From an optimization exercise on the open Yosys and OpenROAD flow, aimed at small area, a short achievable clock period and few clock cycles; shortcuts taken in it are not production practice. Only simulation tests tie the RTL to the original design; equivalence was not proved. Power is estimated from default activity; no workload was simulated.

==> design/flow/design.v <==
module addr_sel
(
	input clk,
	input [6:0] addr_serial_num,							 
	output reg [9:0] sram_raddr_w0,			 
	output reg [9:0] sram_raddr_w1,			 
	output reg [9:0] sram_raddr_d0,
	output reg [9:0] sram_raddr_d1
);
wire [9:0] sram_raddr_w0_nx;			 
wire [9:0] sram_raddr_w1_nx;			 
wire [9:0] sram_raddr_d0_nx;
wire [9:0] sram_raddr_d1_nx;
always@(posedge clk) begin				 
	sram_raddr_w0 <= sram_raddr_w0_nx;
	sram_raddr_w1 <= sram_raddr_w1_nx;
	sram_raddr_d0 <= sram_raddr_d0_nx;
	sram_raddr_d1 <= sram_raddr_d1_nx;
end
assign sram_raddr_w0_nx = (addr_serial_num<=98)? { {3{1'd0}} , addr_serial_num} : 127;
assign sram_raddr_w1_nx = (addr_serial_num>=4 && addr_serial_num<=102)? { {3{1'd0}} , addr_serial_num-7'd4} : 127;
assign sram_raddr_d0_nx = (addr_serial_num<=98)? { {3{1'd0}} , addr_serial_num} : 127;
assign sram_raddr_d1_nx = (addr_serial_num>=4 && addr_serial_num<=102)? { {3{1'd0}} , addr_serial_num-7'd4} : 127;
endmodule
module quantize#(
	parameter ARRAY_SIZE = 8,
	parameter SRAM_DATA_WIDTH = 32,
	parameter DATA_WIDTH = 8,
	parameter OUTPUT_DATA_WIDTH = 16
)
(
	input signed [ARRAY_SIZE*(DATA_WIDTH+DATA_WIDTH+5)-1:0] ori_data,
	output reg signed [ARRAY_SIZE*OUTPUT_DATA_WIDTH-1:0] quantized_data
);
localparam max_val = 32767,min_val = -32768;
localparam ORI_WIDTH = DATA_WIDTH+DATA_WIDTH+5;
reg signed [ORI_WIDTH-1:0] ori_shifted_data;
integer i;
always@* begin
	for(i=0; i<ARRAY_SIZE; i=i+1) begin	
		ori_shifted_data = ori_data[i*ORI_WIDTH +: ORI_WIDTH];
		if(ori_shifted_data >= max_val) quantized_data[i*OUTPUT_DATA_WIDTH +: OUTPUT_DATA_WIDTH] = max_val;
		else if(ori_shifted_data <= min_val) quantized_data[i*OUTPUT_DATA_WIDTH +: OUTPUT_DATA_WIDTH] = min_val;
		else quantized_data[i*OUTPUT_DATA_WIDTH +: OUTPUT_DATA_WIDTH] = ori_shifted_data[OUTPUT_DATA_WIDTH-1:0];
	end
end
endmodule
module systolic#(
	parameter ARRAY_SIZE = 8,
	parameter SRAM_DATA_WIDTH = 32,
	parameter DATA_WIDTH = 8
)
(
	input clk,
	input srstn,
	input alu_start,												 
	input [8:0] cycle_num,
	input [SRAM_DATA_WIDTH-1:0] sram_rdata_w0,		 
	input [SRAM_DATA_WIDTH-1:0] sram_rdata_w1,
	input [SRAM_DATA_WIDTH-1:0] sram_rdata_d0,		 
	input [SRAM_DATA_WIDTH-1:0] sram_rdata_d1,
	input [5:0] matrix_index,
	output reg signed [(ARRAY_SIZE*(DATA_WIDTH+DATA_WIDTH+5))-1:0] mul_outcome
);
localparam FIRST_OUT = ARRAY_SIZE+1;
localparam PARALLEL_START = ARRAY_SIZE+ARRAY_SIZE+1;
localparam OUTCOME_WIDTH = DATA_WIDTH+DATA_WIDTH+5;
reg signed [OUTCOME_WIDTH-1:0] matrix_mul_2D [0:ARRAY_SIZE-1] [0:ARRAY_SIZE-1]; 		
reg signed [OUTCOME_WIDTH-1:0] matrix_mul_2D_nx [0:ARRAY_SIZE-1] [0:ARRAY_SIZE-1]; 		
reg signed [DATA_WIDTH-1:0] data_queue [0:ARRAY_SIZE-1] [0:ARRAY_SIZE-1];
reg signed [DATA_WIDTH-1:0] weight_queue [0:ARRAY_SIZE-1] [0:ARRAY_SIZE-1];
reg signed [DATA_WIDTH+DATA_WIDTH-1:0] mul_result;
reg [5:0] upper_bound;
reg [5:0] lower_bound;
integer i,j;
always@(posedge clk) begin
	if(~srstn) begin
		for(i=0; i<ARRAY_SIZE; i=i+1) begin
			for(j=0; j<ARRAY_SIZE; j=j+1) begin
				weight_queue[i][j] <= 0;
				data_queue[i][j]   <= 0;
			end
		end
	end
	else begin
		if(alu_start) begin
			for(i=0; i<4; i=i+1) begin
				weight_queue[0][i] <= sram_rdata_w0[31-8*i-:8];
				weight_queue[0][i+4] <= sram_rdata_w1[31-8*i-:8];
			end
			for(i=1; i<ARRAY_SIZE; i=i+1) 
				for(j=0; j<ARRAY_SIZE; j=j+1) 
					weight_queue[i][j] <= weight_queue[i-1][j];
			for(i=0; i<4; i=i+1) begin
				data_queue[i][0] <= sram_rdata_d0[31-8*i-:8];
				data_queue[i+4][0] <= sram_rdata_d1[31-8*i-:8];
			end
			for(i=0; i<ARRAY_SIZE; i=i+1) 
				for(j=1; j<ARRAY_SIZE; j=j+1) 
					data_queue[i][j] <= data_queue[i][j-1];
		end
	end
end
always@(posedge clk) begin
	if(~srstn) begin
		for(i=0; i<ARRAY_SIZE; i=i+1) 
			for(j=0; j<ARRAY_SIZE; j=j+1)  
				matrix_mul_2D[i][j] <= 0;
	end
	else begin
		for(i=0; i<ARRAY_SIZE; i=i+1) 
			for(j=0; j<ARRAY_SIZE; j=j+1) 
				matrix_mul_2D[i][j] <= matrix_mul_2D_nx[i][j];
	end
end
always@(*) begin
	if(alu_start) begin			 
		for(i=0; i<ARRAY_SIZE; i=i+1) begin
			for(j=0; j<ARRAY_SIZE; j=j+1) begin
				if( (cycle_num>=FIRST_OUT && (i+j)==(cycle_num-FIRST_OUT)%16) || (cycle_num >=PARALLEL_START && (i+j)==(cycle_num-PARALLEL_START)%16) ) begin
					mul_result = weight_queue[i][j] * data_queue[i][j];
					matrix_mul_2D_nx[i][j] =  { {5{mul_result[15]}} , mul_result };
				end
				else if( cycle_num>=1 && i+j<=(cycle_num-1) ) begin
					mul_result = weight_queue[i][j] * data_queue[i][j];
					matrix_mul_2D_nx[i][j] = matrix_mul_2D[i][j] + { {5{mul_result[15]}} , mul_result };
				end
				else begin
				 	mul_result = 0;	
					matrix_mul_2D_nx[i][j] = matrix_mul_2D[i][j];
				end
			end
		end
	end
	else begin
		mul_result = 0;
		for(i=0; i<ARRAY_SIZE; i=i+1) 
			for(j=0; j<ARRAY_SIZE; j=j+1) 
				matrix_mul_2D_nx[i][j] = matrix_mul_2D[i][j];
	end		
end
always@(*) begin	
	if(matrix_index < ARRAY_SIZE) begin
		upper_bound = matrix_index;
		lower_bound = matrix_index + ARRAY_SIZE;
	end
	else begin
		upper_bound = matrix_index - ARRAY_SIZE;
		lower_bound = matrix_index;
	end
	for(i=0; i<ARRAY_SIZE*OUTCOME_WIDTH; i=i+1)
		mul_outcome[i] = 0;
	for(i=0; i<ARRAY_SIZE; i=i+1) begin
		for(j=0; j<ARRAY_SIZE-i; j=j+1) begin
			if(i+j == upper_bound)
				mul_outcome[i*OUTCOME_WIDTH+:OUTCOME_WIDTH] = matrix_mul_2D[i][j];
		end
	end
	for(i=1; i<ARRAY_SIZE; i=i+1) begin
		for(j=ARRAY_SIZE-i; j<ARRAY_SIZE; j=j+1) begin
			if(i+j == lower_bound)
				mul_outcome[i*OUTCOME_WIDTH+:OUTCOME_WIDTH] = matrix_mul_2D[i][j];
		end
	end
end
endmodule
module systolic_controll#(
	parameter ARRAY_SIZE = 8
)
(
	input clk,
	input srstn,
	input tpu_start,																 
	output reg sram_write_enable,
	output reg [6:0] addr_serial_num,
	output reg alu_start,																 
	output reg [8:0] cycle_num,													 
	output reg [5:0] matrix_index,													 
	output reg [1:0] data_set,
	output reg tpu_done														 
);
localparam IDLE = 3'd0, LOAD_DATA = 3'd1, WAIT1 = 3'd2, ROLLING = 3'd3;
reg [2:0] state;
reg [2:0] state_nx;
reg [1:0] data_set_nx;
reg tpu_done_nx;
reg [6:0] addr_serial_num_nx;
reg [8:0] cycle_num_nx;
reg [5:0] matrix_index_nx;
always@(posedge clk) begin
	if(~srstn) begin
		state <= IDLE;
		data_set <= 0;
		cycle_num <= 0;
		matrix_index <= 0;
		addr_serial_num <= 0;
		tpu_done <= 0;
	end
	else begin
		state <= state_nx;
		data_set <= data_set_nx;
		cycle_num <= cycle_num_nx;
		matrix_index <= matrix_index_nx;
		addr_serial_num <= addr_serial_num_nx;
		tpu_done <= tpu_done_nx;
	end
end
always@(*) begin
	case(state) 
		IDLE:	 begin
			if(tpu_start)
				state_nx = LOAD_DATA;
			else
				state_nx = IDLE;
			tpu_done_nx = 0;
		end
		LOAD_DATA: begin
			state_nx = WAIT1;
			tpu_done_nx = 0;
		end
		WAIT1: begin
			state_nx = ROLLING;
			tpu_done_nx = 0;
		end
		ROLLING: begin
			if(matrix_index==15 && data_set == 1) begin
				state_nx = IDLE;
				tpu_done_nx = 1;
			end
			else begin
				state_nx = ROLLING;
				tpu_done_nx = 0;
			end
		end
		default: begin
			state_nx = IDLE;
			tpu_done_nx = 0;
		end
	endcase
end
always@(*) begin
	case(state)
		IDLE: begin
			if(tpu_start)
				addr_serial_num_nx = 0;
			else
				addr_serial_num_nx = addr_serial_num;
		end
		LOAD_DATA:
			addr_serial_num_nx = 1;
		WAIT1: 
			addr_serial_num_nx = 2;
		ROLLING: begin
			if(addr_serial_num == 127)
				addr_serial_num_nx = addr_serial_num;
			else
				addr_serial_num_nx = addr_serial_num + 1;
		end
		default:
			addr_serial_num_nx = 0;
	endcase
end
always@(*) begin
	case(state)
		IDLE: begin
			alu_start = 0;
			cycle_num_nx = 0;
			matrix_index_nx = 0;
			data_set_nx = 0;
			sram_write_enable = 0;
		end
		LOAD_DATA: begin
			alu_start = 0;
			cycle_num_nx = 0;
			matrix_index_nx = 0;
			data_set_nx = 0;
			sram_write_enable = 0;
		end
		WAIT1: begin
			alu_start = 0;
			cycle_num_nx = 0;
			matrix_index_nx = 0;
			data_set_nx = 0;
			sram_write_enable = 0;
		end
		ROLLING: begin
			alu_start = 1;
			cycle_num_nx = cycle_num + 1;
			if(cycle_num >= ARRAY_SIZE+1) begin
				if(matrix_index == 15) begin
					matrix_index_nx = 0;
					data_set_nx = data_set + 1;
				end
				else begin
					matrix_index_nx = matrix_index + 1;
					data_set_nx = data_set;
				end
				sram_write_enable = 1;
			end
			else begin
				matrix_index_nx = 0;
				data_set_nx = data_set;
				sram_write_enable = 0;
			end
		end
		default: begin
			alu_start = 0;
			cycle_num_nx = 0;
			matrix_index_nx = 0;
			data_set_nx = 0;
			sram_write_enable = 0;
		end
	endcase
end
endmodule
module write_out#(
	parameter ARRAY_SIZE = 8,
	parameter OUTPUT_DATA_WIDTH = 16
)
(
	input clk,
	input srstn,
	input sram_write_enable,
	input [1:0] data_set,
	input [5:0] matrix_index,
	input signed [ARRAY_SIZE*OUTPUT_DATA_WIDTH-1:0] quantized_data,
	output reg sram_write_enable_a0,
	output reg [ARRAY_SIZE*OUTPUT_DATA_WIDTH-1:0] sram_wdata_a,
 	output reg [5:0] sram_waddr_a,
	output reg sram_write_enable_b0,
	output reg [ARRAY_SIZE*OUTPUT_DATA_WIDTH-1:0] sram_wdata_b,
 	output reg [5:0] sram_waddr_b,
	output reg sram_write_enable_c0,
	output reg [ARRAY_SIZE*OUTPUT_DATA_WIDTH-1:0] sram_wdata_c,
 	output reg [5:0] sram_waddr_c
);
integer i;
localparam MAX_INDEX = ARRAY_SIZE - 1;
reg sram_write_enable_a0_nx;
reg sram_write_enable_b0_nx;
reg sram_write_enable_c0_nx;
reg [ARRAY_SIZE*OUTPUT_DATA_WIDTH-1:0] sram_wdata_a_nx;
reg [ARRAY_SIZE*OUTPUT_DATA_WIDTH-1:0] sram_wdata_b_nx;
reg [ARRAY_SIZE*OUTPUT_DATA_WIDTH-1:0] sram_wdata_c_nx;
reg [5:0] sram_waddr_a_nx;
reg [5:0] sram_waddr_b_nx;
reg [5:0] sram_waddr_c_nx;
always@(posedge clk) begin
	if(~srstn) begin
		sram_write_enable_a0 <= 1;
		sram_write_enable_b0 <= 1;
		sram_write_enable_c0 <= 1;
		sram_wdata_a <= 0;
		sram_wdata_b <= 0;
		sram_wdata_c <= 0;
		sram_waddr_a <= 0;
		sram_waddr_b <= 0;
		sram_waddr_c <= 0;
	end
	else begin
		sram_write_enable_a0 <= sram_write_enable_a0_nx;
		sram_write_enable_b0 <= sram_write_enable_b0_nx;
		sram_write_enable_c0 <= sram_write_enable_c0_nx;
		sram_wdata_a <= sram_wdata_a_nx;
		sram_wdata_b <= sram_wdata_b_nx;
		sram_wdata_c <= sram_wdata_c_nx;
		sram_waddr_a <= sram_waddr_a_nx;
		sram_waddr_b <= sram_waddr_b_nx;
		sram_waddr_c <= sram_waddr_c_nx;
	end
end
always@(*) begin
	if(sram_write_enable) begin
		case(data_set)
			0: begin
				if(matrix_index < ARRAY_SIZE) begin
					sram_write_enable_a0_nx = 0;
					for(i=0; i<ARRAY_SIZE; i=i+1) begin
						if(i<=matrix_index)
							sram_wdata_a_nx[(MAX_INDEX-i)*OUTPUT_DATA_WIDTH +: OUTPUT_DATA_WIDTH] = quantized_data[i*OUTPUT_DATA_WIDTH +: OUTPUT_DATA_WIDTH];
						else
							sram_wdata_a_nx[(MAX_INDEX-i)*OUTPUT_DATA_WIDTH +: OUTPUT_DATA_WIDTH] = 0;
					end
					sram_waddr_a_nx = matrix_index;
				end
				else begin							 
					sram_write_enable_a0_nx = 0;
				 	for(i=0; i<ARRAY_SIZE; i=i+1) begin
						if(i < 15-matrix_index)
							sram_wdata_a_nx[(MAX_INDEX-i)*OUTPUT_DATA_WIDTH +: OUTPUT_DATA_WIDTH] = quantized_data[(i+1+(matrix_index-ARRAY_SIZE))*OUTPUT_DATA_WIDTH +: OUTPUT_DATA_WIDTH];
						else
							sram_wdata_a_nx[(MAX_INDEX-i)*OUTPUT_DATA_WIDTH +: OUTPUT_DATA_WIDTH] = 0;
					end
					sram_waddr_a_nx = matrix_index;
				end
			end
			default: begin
				sram_write_enable_a0_nx = 1;
				for(i=0; i<ARRAY_SIZE*OUTPUT_DATA_WIDTH; i=i+1) 
					sram_wdata_a_nx[i] = 0;
				sram_waddr_a_nx = 0;
			end
		endcase
	end
	else begin
		sram_write_enable_a0_nx = 1;
		for(i=0; i<ARRAY_SIZE*OUTPUT_DATA_WIDTH; i=i+1) 
			sram_wdata_a_nx[i] = 0;
		sram_waddr_a_nx = 0;
	end
end
always@(*) begin
	if(sram_write_enable) begin
		case(data_set)
			0: begin
				if(matrix_index < ARRAY_SIZE) begin			 
					sram_write_enable_b0_nx = 1;
					for(i=0; i<ARRAY_SIZE*OUTPUT_DATA_WIDTH; i=i+1) 
						sram_wdata_b_nx[i] = 0;
					sram_waddr_b_nx = 0;
				end
				else begin														 
					sram_write_enable_b0_nx = 0;
					for(i=0; i<ARRAY_SIZE; i=i+1) begin
						if(i <= matrix_index-ARRAY_SIZE)
							sram_wdata_b_nx[(MAX_INDEX-i)*OUTPUT_DATA_WIDTH +: OUTPUT_DATA_WIDTH] = quantized_data[i*OUTPUT_DATA_WIDTH +: OUTPUT_DATA_WIDTH];
						else
							sram_wdata_b_nx[(MAX_INDEX-i)*OUTPUT_DATA_WIDTH +: OUTPUT_DATA_WIDTH] = 0;
					end	
					sram_waddr_b_nx = matrix_index - ARRAY_SIZE;
				end
			end
			1: begin
				if(matrix_index < ARRAY_SIZE) begin
					sram_write_enable_b0_nx = 0;
					for(i=0; i<ARRAY_SIZE; i=i+1) begin
						if(i < ARRAY_SIZE-matrix_index-1)
							sram_wdata_b_nx[(MAX_INDEX-i)*OUTPUT_DATA_WIDTH +: OUTPUT_DATA_WIDTH] = quantized_data[(i+1+matrix_index)*OUTPUT_DATA_WIDTH +: OUTPUT_DATA_WIDTH];
						else
							sram_wdata_b_nx[(MAX_INDEX-i)*OUTPUT_DATA_WIDTH +: OUTPUT_DATA_WIDTH] = 0;
					end
					sram_waddr_b_nx = matrix_index + ARRAY_SIZE;	
				end
				else begin
					sram_write_enable_b0_nx = 1;
					for(i=0; i<ARRAY_SIZE*OUTPUT_DATA_WIDTH; i=i+1)
						sram_wdata_b_nx[i] = 0;
					sram_waddr_b_nx = 0;
				end
			end
			default: begin
				sram_write_enable_b0_nx = 1;
				for(i=0; i<ARRAY_SIZE*OUTPUT_DATA_WIDTH; i=i+1) 
					sram_wdata_b_nx[i] = 0;
				sram_waddr_b_nx = 0;
			end
		endcase
	end
	else begin
		sram_write_enable_b0_nx = 1;
		for(i=0; i<ARRAY_SIZE*OUTPUT_DATA_WIDTH; i=i+1) 
			sram_wdata_b_nx[i] = 0;
		sram_waddr_b_nx = 0;
	end
end
always@(*) begin
	if(sram_write_enable) begin
		case(data_set)
			1: begin
				if(matrix_index < ARRAY_SIZE) begin			 
					sram_write_enable_c0_nx = 0;
					for(i=0; i<ARRAY_SIZE; i=i+1) begin
						if(i<=matrix_index)
							sram_wdata_c_nx[(MAX_INDEX-i)*OUTPUT_DATA_WIDTH +: OUTPUT_DATA_WIDTH] = quantized_data[i*OUTPUT_DATA_WIDTH +: OUTPUT_DATA_WIDTH];
						else
							sram_wdata_c_nx[(MAX_INDEX-i)*OUTPUT_DATA_WIDTH +: OUTPUT_DATA_WIDTH] = 0;
					end
					sram_waddr_c_nx = matrix_index;
				end
				else begin														 
					sram_write_enable_c0_nx = 0;
					for(i=0; i<ARRAY_SIZE; i=i+1) begin
						if(i < 15-matrix_index)
							sram_wdata_c_nx[(MAX_INDEX-i)*OUTPUT_DATA_WIDTH +: OUTPUT_DATA_WIDTH] = quantized_data[(i+1+(matrix_index-ARRAY_SIZE))*OUTPUT_DATA_WIDTH +: OUTPUT_DATA_WIDTH];
						else
							sram_wdata_c_nx[(MAX_INDEX-i)*OUTPUT_DATA_WIDTH +: OUTPUT_DATA_WIDTH] = 0;
					end	
					sram_waddr_c_nx = matrix_index;
				end
			end
			default: begin
				sram_write_enable_c0_nx = 1;
				for(i=0; i<ARRAY_SIZE*OUTPUT_DATA_WIDTH; i=i+1) 
					sram_wdata_c_nx[i] = 0;
				sram_waddr_c_nx = 0;
			end
		endcase
	end
	else begin
		sram_write_enable_c0_nx = 1;
		for(i=0; i<ARRAY_SIZE*OUTPUT_DATA_WIDTH; i=i+1) 
			sram_wdata_c_nx[i] = 0;
		sram_waddr_c_nx = 0;
	end
end
endmodule
module tpu_top#(
	parameter ARRAY_SIZE = 8,
	parameter SRAM_DATA_WIDTH = 32,
	parameter DATA_WIDTH = 8,
	parameter OUTPUT_DATA_WIDTH = 16
)
(
	input clk,
	input srstn,
	input tpu_start,
	input [SRAM_DATA_WIDTH-1:0] sram_rdata_w0,
	input [SRAM_DATA_WIDTH-1:0] sram_rdata_w1,
	input [SRAM_DATA_WIDTH-1:0] sram_rdata_d0,
	input [SRAM_DATA_WIDTH-1:0] sram_rdata_d1,
	output [9:0] sram_raddr_w0,
	output [9:0] sram_raddr_w1,
	output [9:0] sram_raddr_d0,
	output [9:0] sram_raddr_d1,
	output sram_write_enable_a0,
	output [ARRAY_SIZE*OUTPUT_DATA_WIDTH-1:0] sram_wdata_a,
	output [5:0] sram_waddr_a,
	output sram_write_enable_b0,
	output [ARRAY_SIZE*OUTPUT_DATA_WIDTH-1:0] sram_wdata_b,
	output [5:0] sram_waddr_b,
	output sram_write_enable_c0,
	output [ARRAY_SIZE*OUTPUT_DATA_WIDTH-1:0] sram_wdata_c,
	output [5:0] sram_waddr_c,
	output tpu_done
);
localparam ORI_WIDTH = DATA_WIDTH+DATA_WIDTH+5;
wire [6:0] addr_serial_num;
wire signed [ARRAY_SIZE*ORI_WIDTH-1:0] ori_data;
wire signed [ARRAY_SIZE*OUTPUT_DATA_WIDTH-1:0] quantized_data;
wire alu_start;
wire [8:0] cycle_num;
wire [5:0] matrix_index;
wire sram_write_enable;
wire [1:0] data_set;
addr_sel addr_sel 
(
	.clk(clk),
	.addr_serial_num(addr_serial_num),	
	.sram_raddr_w0(sram_raddr_w0),
	.sram_raddr_w1(sram_raddr_w1),
	.sram_raddr_d0(sram_raddr_d0),
	.sram_raddr_d1(sram_raddr_d1)
);
quantize #(
	.ARRAY_SIZE(ARRAY_SIZE),
	.SRAM_DATA_WIDTH(SRAM_DATA_WIDTH),
	.DATA_WIDTH(DATA_WIDTH),
	.OUTPUT_DATA_WIDTH(OUTPUT_DATA_WIDTH)
) quantize
(
	.ori_data(ori_data),
	.quantized_data(quantized_data)	
);
systolic #(
	.ARRAY_SIZE(ARRAY_SIZE),
	.SRAM_DATA_WIDTH(SRAM_DATA_WIDTH),
	.DATA_WIDTH(DATA_WIDTH)
) systolic
(
	.clk(clk),
	.srstn(srstn),
	.alu_start(alu_start),
	.cycle_num(cycle_num),
	.sram_rdata_w0(sram_rdata_w0),
	.sram_rdata_w1(sram_rdata_w1),
	.sram_rdata_d0(sram_rdata_d0),
	.sram_rdata_d1(sram_rdata_d1),
	.matrix_index(matrix_index),
	.mul_outcome(ori_data)
);
systolic_controll  #(
	.ARRAY_SIZE(ARRAY_SIZE)
) systolic_controll
(
	.clk(clk),
	.srstn(srstn),
	.tpu_start(tpu_start),
	.sram_write_enable(sram_write_enable),
	.addr_serial_num(addr_serial_num),
	.alu_start(alu_start),
	.cycle_num(cycle_num),
	.matrix_index(matrix_index),
	.data_set(data_set),
	.tpu_done(tpu_done)
);
write_out #(
	.ARRAY_SIZE(ARRAY_SIZE),
	.OUTPUT_DATA_WIDTH(OUTPUT_DATA_WIDTH)
) write_out
(
	.clk(clk), 
	.srstn(srstn),
	.sram_write_enable(sram_write_enable),
	.data_set(data_set),
	.matrix_index(matrix_index),
	.quantized_data(quantized_data),
	.sram_write_enable_a0(sram_write_enable_a0),
	.sram_wdata_a(sram_wdata_a),
	.sram_waddr_a(sram_waddr_a),
	.sram_write_enable_b0(sram_write_enable_b0),
	.sram_wdata_b(sram_wdata_b),
	.sram_waddr_b(sram_waddr_b),
	.sram_write_enable_c0(sram_write_enable_c0),
	.sram_wdata_c(sram_wdata_c),
	.sram_waddr_c(sram_waddr_c)
);
endmodule
==> design/flow/run.sh <==
#!/bin/bash
# synth_recipe.tcl (not shown) runs the flow's synth.tcl, then flattens the netlist and writes it again
# the make line also repeats each setting of config.mk as NAME=value (left out here)
make -C /OpenROAD-flow-scripts/flow DESIGN_CONFIG=/design/flow/config.mk WORK_HOME=/design/flow/orfs CLKGATE_MAP_FILE= SYNTH_SCRIPT=/design/flow/synth_recipe.tcl finish
==> design/flow/config.mk <==
export PLATFORM = sky130hd
export DESIGN_NAME = tpu_top
export DESIGN_NICKNAME = tpu_top
export VERILOG_FILES = /design/flow/design.v
export SDC_FILE = /design/flow/constraint.sdc
export NUM_CORES = 8
export LEC_CHECK = 0
export CAP_MARGIN = 20
export CORE_MARGIN = 2
export CORE_UTILIZATION = 55
export SLEW_MARGIN = 20
==> design/flow/constraint.sdc <==
create_clock -name core_clock -period 9.0 [get_ports {clk}]
set_input_delay 1.8000 -clock core_clock [delete_from_list [all_inputs] [get_ports {clk}]]
set_output_delay 1.8000 -clock core_clock [all_outputs]
set_load 0.01 [all_outputs]
==> results.txt <==
[worst max path at each step]
stage | from | endpoint | slack (ns) | cells after the start
4_1_cts | systolic.weight_queue[3][0]$_SDFFE_PN0P_ | systolic.matrix_mul_2D[3][20]$_SDFFE_PN0P_ | 1.29 | 27
3_5_place_dp | systolic.weight_queue[3][0]$_SDFFE_PN0P_ | systolic.matrix_mul_2D[3][20]$_SDFFE_PN0P_ | 1.32 | 27
6_report | systolic_controll.matrix_index[4]$_SDFF_PP0_ | write_out.sram_wdata_a[32]$_SDFF_PN0_ | 0.86 | 19
2_1_floorplan | systolic_controll.matrix_index[0]$_SDFF_PP0_ | write_out.sram_wdata_b[100]$_SDFF_PN0_ | 2.42 | 27
3_3_place_gp | systolic_controll.matrix_index[1]$_SDFF_PP0_ | write_out.sram_wdata_c[93]$_SDFF_PN0_ | 1.19 | 15
5_1_grt | systolic.weight_queue[3][0]$_SDFFE_PN0P_ | systolic.matrix_mul_2D[3][20]$_SDFFE_PN0P_ | 0.71 | 27
[per-stage QoR]
step | hold WS [ns] | power, µW | setup slack, ns
global placement | 0.4145 | 14460 | 1.191
finish | 0.4278 | 30610 | 0.8603
detailed placement | 0.4156 | 14480 | 1.322
global route | 0.4384 | 31210 | 0.7054
CTS | 0.4289 | 30610 | 1.292
floorplan | 0.4192 | 13750 | 2.417
[flip-flops by register name, summed over array words and instances, names as in the netlist, 2 cells and up]
register                           flops
systolic_controll.matrix_index         6
systolic_controll.data_set             2
systolic_controll.state                2
write_out.sram_wdata_c               128
systolic_controll.cycle_num            9
write_out.sram_wdata_a               128
systolic_controll.addr_serial_num      7
write_out.sram_waddr_c                 6
systolic.weight_queue                512
write_out.sram_waddr_a                 6
systolic.matrix_mul_2D              1344
addr_sel.sram_raddr_w0                 7
write_out.sram_wdata_b               128
systolic.data_queue                  512
write_out.sram_waddr_b                 6
addr_sel.sram_raddr_w1                 7
[worst register-to-register path, delay by kind of cell (launching register included)]
kind | cells | cell delay (ns)
AND/OR/NAND/NOR | 5 | 3.10
adder cells (fa/ha/maj) | 3 | 0.99
buffers and inverters | 4 | 0.72
AO/OA/AOI/OAI | 7 | 3.01
flip-flops | 1 | 0.32
[logic make-up (layout without fill, tap and decap cells)]
family	count (synthesis)	count (layout)	share of synthesized area, %
XOR/XNOR	2033	2033	5.225
flip-flops	2814	2814	16.53
buffers and inverters	7719	7351	8.639
other	1	153	0.001100
multiplexers	260	260	0.8653
adder cells (fa/ha/maj)	6765	6765	32.73
AO/OA/AOI/OAI	8867	8867	16.48
AND/OR/NAND/NOR	14070	14070	19.53
[Yosys cell counts, types with 107 or more instances]
cell type | number | area, µm²
sky130_fd_sc_hd__a21o_1 | 404 | 3033
sky130_fd_sc_hd__o211ai_1 | 288 | 2162
sky130_fd_sc_hd__inv_1 | 5503 | 20660
sky130_fd_sc_hd__or2_2 | 107 | 669.4
sky130_fd_sc_hd__mux2i_1 | 190 | 1902
sky130_fd_sc_hd__ha_1 | 3181 | 39800
sky130_fd_sc_hd__fa_1 | 3584 | 71750
sky130_fd_sc_hd__nand3_1 | 574 | 2873
sky130_fd_sc_hd__o21a_1 | 180 | 1351
sky130_fd_sc_hd__a31oi_1 | 253 | 1583
sky130_fd_sc_hd__nand2_1 | 4909 | 18430
sky130_fd_sc_hd__a21oi_1 | 3295 | 16490
sky130_fd_sc_hd__nor3_1 | 916 | 4584
sky130_fd_sc_hd__o221ai_1 | 205 | 1795
sky130_fd_sc_hd__a22oi_1 | 121 | 908.4
sky130_fd_sc_hd__o22ai_1 | 107 | 669.4
sky130_fd_sc_hd__and2_1 | 3112 | 19470
sky130_fd_sc_hd__nor2b_1 | 249 | 1558
sky130_fd_sc_hd__and3_1 | 198 | 1239
sky130_fd_sc_hd__nand2b_1 | 369 | 2308
sky130_fd_sc_hd__buf_2 | 156 | 780.8
sky130_fd_sc_hd__xnor2_1 | 1469 | 12870
sky130_fd_sc_hd__or3_1 | 192 | 1201
sky130_fd_sc_hd__clkbuf_1 | 1918 | 7199
sky130_fd_sc_hd__a221oi_1 | 118 | 1033
sky130_fd_sc_hd__a311oi_1 | 288 | 2522
sky130_fd_sc_hd__nor2_1 | 3075 | 11540
sky130_fd_sc_hd__xor2_1 | 564 | 4940
sky130_fd_sc_hd__o21bai_1 | 219 | 1644
sky130_fd_sc_hd__a211oi_1 | 597 | 4482
sky130_fd_sc_hd__o21ai_0 | 1699 | 8503
sky130_fd_sc_hd__dfxtp_1 | 2814 | 56330
[per-layer routing]
layer / global-route usage, % / part of all wire, %
met1: 51.01 / 37
met2: 63.59 / 43
met3: 11.04 / 10
met4: 33.82 / 9.9
met5: 0.1449 / 0.050
[layout make-up]
class / instances / area (µm²)
Timing Repair Buffer: 1171 / 10730
Clock inverter: 174 / 2480
Sequential cell: 2814 / 56350
Tap cell: 8148 / 10190
Clock buffer: 495 / 10440
Fill cell: 56310 / 250900
Antenna cell: 141 / 352.8
Inverter: 5511 / 20700
Multi-Input combinational cell: 32000 / 256200
[where the power goes]
part	switching, µW	internal (µW)
registers	171	12500
logic	1160	415
clock network	6790	9540
==> impl_summary.txt <==
----------------------------------------------------
[Run status]
  Result of the run ... finished clean

[Floorplanning]
  Top Ports ... 577
  Core area ... 0.6183 mm²
  Die area ... about 0.63 mm²
  Row count ... 289
  Vertical extent of the die ... approximately 790 µm
  Starting utilization of the core area ... 55.12%
  Width of the die ... 791.2 µm

[Timing]
  Share of the clock period used by the worst path after layout ... about nine tenths
  Setup total negative slack ... 0 ns
  Time the worst path needs with I/O delays and setup ... between 8 and 9 ns
  Count of final setup violators ... 0
  Maximum clock frequency ... 0.1229 GHz
  Setup repair after global routing missed its margin ... false
  Final Max Tran Viols ... 0
  Clock tree skew after final layout ... 0.1080 ns
  Final-report hold violation count ... 0
  Slew of the pin with the lowest slew margin ... 1.413 ns
  Max_slew headroom ... 5.786%

[Setup path]
  Critical path's largest stage delay ... 0.95 ns
  Critical Path End Type ... flop
  Crit path buffers/inverters ... 4
  Category of the worst setup path launch point ... flop
  Cell chain of the critical path ... inv_1 > ha_1 > ha_2 > inv_1 > ha_4 > or4b_4 > nor2_4 > buf_4 > a221oi_1 > a2111oi_0 > a211oi_1 > buf_4 > nor4b_1 > and4_1 > nor2_1 > o21ai_0 > a211oi_1 > a21oi_1 > a221o_1
  Reg-to-reg startpoint ... systolic_controll.matrix_index[4]$_SDFF_PP0_
  Path type of the worst setup path ... flop to flop
  Top delay family on crit path ... simple AND/OR/NAND/NOR gates
  Crit path arrival time ... 9.20 ns
  Destination of the worst register-to-register timing path ... write_out.sram_wdata_a[32]$_SDFF_PN0_
  Largest driver fanout on the critical path ... 31
  Depth of the most critical reg-to-reg path ... 19
  Slowest stage cell on the critical path ... sky130_fd_sc_hd__a2111oi_0
  Required time worst endpoint ... a little over 10 ns
  Register-to-register setup slack ... between 0.8 and 0.9 ns

[Placed design]
  Area after DPL ... 0.3539 mm²
  Routability Congestion ... around 1.1
  Detailed-placement wirelength estimate ... 1068 mm
  Total instance count after detailed placement ... between 40000 and 50000
  Port buffer count ... 564

[Hold path]
  Hold endpoint ... addr_sel.sram_raddr_w0[6]$_SDFF_PN1_
  Worst hold path depth ... 0
  Type of the most critical hold path ... flop to flop
  Origin of the worst min-delay path ... systolic_controll.addr_serial_num[6]$_SDFFE_PN0P_

[Yosys]
  Portion of the post-synthesis area used by sequential elements ... 16.53%
  Most used DFF post-synth ... sky130_fd_sc_hd__dfxtp_1
  Number of unique standard cell types used by synthesis ... 111
  Synth warn ... 12
  EDFF count, synth ... 0
  Netlist area before placement ... approximately 0.34 mm²
  Number of flip-flops and latches in the synthesized netlist ... approximately 2800
  Fraction of synthesis flops using an asynchronous set or reset pin ... 0%
  Post-Synthesis Cells ... 42530
  Average instance area after synthesis ... 8.014 µm²

[Detailed routing]
  Number of iterations in the first detailed-routing pass ... 11
  Avg Vias per Cell ... 6.119
  Number of DRC markers after the initial detailed-route iteration ... 30860
  Routed wire per std cell ... 26.81 µm
  Drt drc ... 0
  Remaining number of nets flagged by the antenna check after routing ... 0
  Post-detailed-routing wire length ... 1353 mm
  Vias ... 308800

[Finish]
  Post-layout util ... 59.43%
  Share of post-route cells with drive strength above 1 ... under 10%
  Leading cell type in the layout, fill and taps excluded ... sky130_fd_sc_hd__inv_1
  Most frequent cells in the layout ... 5498 x sky130_fd_sc_hd__inv_1, 4890 x sky130_fd_sc_hd__nand2_1, 3584 x sky130_fd_sc_hd__fa_1
  Cell Count, Final, Fillers Out ... slightly above 50000
  Final non-filler cell area ... 0.3674 mm²
  Layout net count ... 48760
  Growth of design area from synthesis to finish ... 7.819%

[CTS]
  Clk root buf ... sky130_fd_sc_hd__clkbuf_16
  Total of hold buffers inserted after clock tree synthesis ... 0
  Worst-skew pair later-pin latency ... about 1.2 ns
  Clock tree from TritonCTS ... done
  Depth of the CTS H-tree ... 5
  Number of post-CTS setup repair buffers ... 0
  Number of clock sinks seen by CTS ... 2814
  Clk buf depth ... 4
  Resized Gates After CTS ... 0
  Clock input transition at the sequential cells of the worst setup and hold paths ... 0.06 ns
  Clock buffer count from CTS ... 363

[GRT]
  First-pass GRT wire length ... 1978 mm
  Global-route usage over all layers ... 42.18%
  Largest net degree at the start of global routing ... 193
  GR Overflow Total ... 0
  Vias in the first global route ... 297600
  Number of antenna violations at the first check in global routing ... 137

[Pwr]
  Peak ir drop on the vdd network ... around 0.16 mV
  Power density over cell area ... 83.32 mW/mm²
  Static power due to leakage ... between 0.15 and 0.2 µW

[Run]
  Count of max-cap constraint violations ... 0

----------------------------------------------------
Testbench counts, summed over its fixed seeds: cycles 4,320.

## re-timing with driven ports
The results above use ideal ports. As a check the final layout listed here was re-extracted and re-timed, cells and wires unchanged. Step 1: set_driving_cell puts a clkbuf_16 on clk and a buf_2 on each other input, an assumption about the parent block. Step 2 adds t to the input delays and takes it off the output delays; t is the mean of the earliest and latest rising clock arrival at the registers after step 1. Input paths then give back, and output paths get back, about the clock's delay inside the block. a / b / c = ideal / step 1 / step 2; a / b = the first two.
shift t [ns]: 1.248
setup slack, ns: 0.860 / 0.860 / 0.860
hold slack, ns: 0.428 / 0.428 / 0.428
pins driven straight from the clock port: 1
After both steps this run still meets setup and hold. The setup slack of this run moves by 0.000 ns with the drivers and by 0.000 ns with both steps.
